Context: an optimization exercise on an open-source flow, tuned for small area. The choices shown serve that exercise and are no tape-out recipe.
Only simulation tests tie the RTL to the original design; equivalence was not proved.
The clock port is modelled as an ideal driver; clocking choices that lean on that would not hold on a real chip.
No activity file was given, so power comes from the tool's default toggle rates.

## TOP_image_and_mouse
module TOP_image_and_mouse(
    input clk, reset_p,
    input data,
    input data_clk,
    input RsRx,
    input [0:0] sw,
    output Hsync, Vsync,
    output [3:0] V2M_Red, V2M_Green, V2M_Blue,
    output fb_we,
    output [16:0] fb_waddr,
    output [11:0] fb_wdata,
    output [16:0] fb_raddr,
    input  [11:0] fb_rdata);
    reg [1:0] pc;
    reg [9:0] hc, vc;
    wire tick = (pc == 2'd3);
    always @(posedge clk or posedge reset_p)
        if (reset_p) {hc, pc} <= {10'd800, 2'd2};
        else if (tick && hc == 10'd802) {hc, pc} <= {10'd2, 2'd0};
        else {hc, pc} <= {hc, pc} + 12'd1;
    wire vtick = (pc == 2'd1) && (hc == 10'd658);
    always @(posedge clk or posedge reset_p)
        if (reset_p) vc <= 10'd523;
        else if (vtick) vc <= (vc == 10'd524) ? 10'd0 : vc + 10'd1;
    wire h_on = (hc < 10'd642);
    wire v_on = (vc < 10'd480);
    wire disp = h_on && v_on;
    assign Hsync = !((hc >= 10'd658) && (hc <= 10'd753));
    assign Vsync = !((vc == 10'd491) || (vc == 10'd492));
    assign fb_raddr = {(v_on ? vc[8:1] : 8'd0), (h_on ? hc[9:1] : 9'd1)};
    wire px0 = h_on & hc[0];
    reg [11:0] last;
    reg [11:0] temp;      
    always @(posedge clk or posedge reset_p)
        if (reset_p) last <= 12'd0;
        else if (tick && sw[0] && px0) last <= fb_rdata;
    wire [12:0] bc;
    wire [11:0] bs;
  ...
For scale: about 650 cells after synthesis, ~160 flip-flops, ~8200 um2 of cells after synthesis.
==> flow/config.mk <==
export PLATFORM = sky130hd
export DESIGN_NAME = TOP_image_and_mouse
export DESIGN_NICKNAME = TOP_image_and_mouse
export VERILOG_FILES = /design/flow/design.v
export SDC_FILE = /design/flow/constraint.sdc
export NUM_CORES = 4
export LEC_CHECK = 0
export CAP_MARGIN = 20
export CORE_MARGIN = 2
export CORE_UTILIZATION = 40
export SLEW_MARGIN = 20
==> flow/constraint.sdc <==
create_clock -name core_clock -period 10.0 [get_ports {clk}]
set_input_delay 2.0000 -clock core_clock [delete_from_list [all_inputs] [get_ports {clk}]]
set_output_delay 2.0000 -clock core_clock [all_outputs]
set_load 0.01 [all_outputs]
standard.sh (not shown) runs the stock make flow with config.mk's settings and CLKGATE_MAP_FILE= SYNTH_SCRIPT=/design/flow/synth_recipe.tcl, a recipe that flattens the netlist after the stock synthesis.
==> flow/flow/run.sh <==
#!/bin/bash
# Own layout flow: the standard flow (the standard synthesis unchanged),
# with minimum-size port buffers, a clock tree of clkbuf_8 without dummy
# loads, and logic cells downsized before the placement repair.
set -euo pipefail
here=$(pwd)
export BUFFER_PORTS_ARGS="-buffer_cell sky130_fd_sc_hd__buf_1"
export CTS_ARGS='-repair_clock_nets -buf_list sky130_fd_sc_hd__clkbuf_16 -dont_use_dummy_load'
export PRE_RESIZE_TCL="$here/flow/downsize.tcl"
bash standard.sh synth > "$here/synth.log" 2>&1
bash standard.sh > "$here/layout.log" 2>&1
==> flow/flow/downsize.tcl <==
# Before the placement repair: give every logic cell the smallest drive
# strength of its function; repair_design then fixes any slew, capacitance
# or fanout violation this causes.
set db [ord::get_db]
set block [ord::get_db_block]
set dont_use $::env(DONT_USE_CELLS)
set n 0
foreach inst [$block getInsts] {
  set m [$inst getMaster]
  if { [$m getType] ne "CORE" } { continue }
  set name [$m getName]
  if { ![regexp {^(sky130_fd_sc_hd__[a-z0-9]+)_([0-9]+)$} $name -> base ds] } { continue }
  set best $name
  set barea [expr { [$m getWidth] * [$m getHeight] }]
  foreach d {0 1 2 4 6 8 12 16} {
    set cand "${base}_$d"
    if { $cand eq $name || [lsearch -exact $dont_use $cand] >= 0 } { continue }
    set cm [$db findMaster $cand]
    if { $cm eq "NULL" } { continue }
    set a [expr { [$cm getWidth] * [$cm getHeight] }]
    if { $a < $barea } { set best $cand; set barea $a }
  }
  if { $best ne $name } {
    replace_cell [$inst getName] $best
    incr n
  }
}
puts "downsize: $n cells downsized"
Change:
--- a/flow/flow/run.sh
+++ b/flow/flow/run.sh
@@ -6,5 +6,5 @@
 here=$(pwd)
 export BUFFER_PORTS_ARGS="-buffer_cell sky130_fd_sc_hd__buf_1"
-export CTS_ARGS='-repair_clock_nets -buf_list sky130_fd_sc_hd__clkbuf_16 -dont_use_dummy_load'
+export CTS_ARGS="-sink_clustering_enable -repair_clock_nets -buf_list sky130_fd_sc_hd__clkbuf_8 -dont_use_dummy_load"
 export PRE_RESIZE_TCL="$here/flow/downsize.tcl"
 bash standard.sh synth > "$here/synth.log" 2>&1
- CORE_UTILIZATION: 40 -> 60
=> Count of clock-buffer cells in the layout stays the same; worst setup slack is worse by 0.10 ns; cell count falls by 9.6%; hold slack gains 0.014 ns; wire length shrinks by 4.6%.
Change:
==> flow/flow/run.sh (replaced) <==
#!/bin/bash
# Own layout flow: the standard flow (the standard synthesis unchanged),
# with minimum-size port buffers, logic cells downsized before the placement
# repair, and a clock tree of clkbuf_4 (no dummy loads) in which only the
# buffers whose loads would see too slow a clock edge are made larger.
set -euo pipefail
here=$(pwd)
export BUFFER_PORTS_ARGS="-buffer_cell sky130_fd_sc_hd__buf_1"
export CTS_ARGS="-sink_clustering_enable -repair_clock_nets -buf_list sky130_fd_sc_hd__clkbuf_4 -dont_use_dummy_load"
export PRE_RESIZE_TCL="$here/flow/downsize.tcl"
export POST_CTS_TCL="$here/flow/clkfix.tcl"
bash standard.sh synth > "$here/synth.log" 2>&1
bash standard.sh > "$here/layout.log" 2>&1
==> flow/flow/clkfix.tcl (new file) <==
# After clock tree synthesis with clkbuf_4: give each clock buffer whose
# loads see a slew above the target the next larger clkbuf, until none does,
# then legalize the placement again.
set target 0.110
set block [ord::get_db_block]
for {set iter 0} {$iter < 6} {incr iter} {
  estimate_parasitics -placement
  set changed 0
  foreach inst [$block getInsts] {
    set m [[$inst getMaster] getName]
    if { ![string match "sky130_fd_sc_hd__clkbuf_*" $m] } { continue }
    set onet [[$inst findITerm X] getNet]
    if { $onet eq "NULL" } { continue }
    set worst 0
    foreach it [$onet getITerms] {
      if { [$it getInst] eq $inst } { continue }
      set p [get_pins -quiet "[[$it getInst] getName]/[[$it getMTerm] getName]"]
      if { $p eq "" } { continue }
      set s [get_property $p slew_max]
      if { $s > $worst } { set worst $s }
    }
    if { $worst > $target } {
      set next ""
      switch -- $m {
        sky130_fd_sc_hd__clkbuf_1 { set next sky130_fd_sc_hd__clkbuf_2 }
        sky130_fd_sc_hd__clkbuf_2 { set next sky130_fd_sc_hd__clkbuf_4 }
        sky130_fd_sc_hd__clkbuf_4 { set next sky130_fd_sc_hd__clkbuf_8 }
        sky130_fd_sc_hd__clkbuf_8 { set next sky130_fd_sc_hd__clkbuf_16 }
      }
      if { $next ne "" } { replace_cell [$inst getName] $next; incr changed }
    }
  }
  puts "clkfix: pass $iter, $changed clock buffers upsized"
  if { $changed == 0 } { break }
}
detailed_placement
check_placement -verbose
estimate_parasitics -placement
- CORE_UTILIZATION: 60 -> 40
The new run produced a clean layout.
Cell area climbs by 0.69%.
Clock-buffer cell count stays the same.
Cell count climbs by 11%.
Power drops by 2.6%.
Change:
- CORE_UTILIZATION: 40 -> 30
Wire length is higher by about 4.7%.
Via count is lower by 0.61%.
Core utilization is lower by 11 points.
Cell area is higher by about 1.2%.
Change:
- CORE_UTILIZATION: 30 -> 50
Effect: Combinational power stays flat; die area fell by well over a third; flip-flop and latch count is unchanged; maximum frequency fell by a few percent.
Change:
==> flow/flow/run.sh (replaced) <==
#!/bin/bash
# Own layout flow: the standard flow (the standard synthesis unchanged),
# with minimum-size port buffers, a clock tree of clkbuf_8 without dummy
# loads, and logic cells downsized before the placement repair.
set -euo pipefail
here=$(pwd)
export BUFFER_PORTS_ARGS="-buffer_cell sky130_fd_sc_hd__buf_1"
export CTS_ARGS='-sink_clustering_enable -repair_clock_nets -buf_list sky130_fd_sc_hd__clkbuf_8 -dont_use_dummy_load -sink_clustering_size 30 -sink_clustering_max_diameter 100 -sink_clustering_levels 1'
export PRE_RESIZE_TCL="$here/flow/downsize.tcl"
bash standard.sh synth > "$here/synth.log" 2>&1
bash standard.sh > "$here/layout.log" 2>&1
- CORE_UTILIZATION: 50 -> 40
removed: flow/flow/clkfix.tcl
Effect: The new run finished with timing, DRC and antenna clean; count of clock-buffer cells in the layout is unchanged; non-clock buffer count is unchanged; final cell count increases by 5.9%; flip-flop and latch count is unchanged; clock power is higher by 7.4%; synthesized area does not change; die area is higher by 24%; final area goes up by 1.1%.

[re-timing with driven ports]
The results above use ideal ports. As a check the final layouts listed here were re-extracted and re-timed, cells and wires unchanged.
Step 1 sets driving cells, clkbuf_16 on the clock port and buf_2 on the other inputs (assumed; they add their load-dependent delay and slew).
Step 2 also shifts input and output timing later by t, the mid clock arrival at the registers, as if the neighbouring blocks saw the same clock.
Three values: ideal, step 1, step 2; two values: the first two.
| run | t (ns) | slack for setup (ns) | worst hold slack (ns) | worst slew at a driven data input, ns |
|---|---|---|---|---|
| the first run | 0.461 | 3.539 / 3.539 / 3.539 | 0.344 / 0.344 / 0.344 | 0.05 |
| the second run | 0.474 | 3.437 / 3.437 / 3.437 | 0.358 / 0.358 / 0.358 | 0.03 |
| the third run | 0.402 | 3.540 / 3.540 / 3.540 | 0.343 / 0.343 / 0.343 | 0.05 |
| the fourth run | 0.403 | 3.797 / 3.797 / 3.797 | 0.354 / 0.354 / 0.354 | 0.05 |
| the fifth run | 0.404 | 3.600 / 3.600 / 3.600 | 0.357 / 0.357 / 0.357 | 0.03 |
| the sixth run | 0.476 | 3.542 / 3.542 / 3.542 | 0.341 / 0.341 / 0.341 | 0.05 |
After both steps every run listed still meets setup and hold.
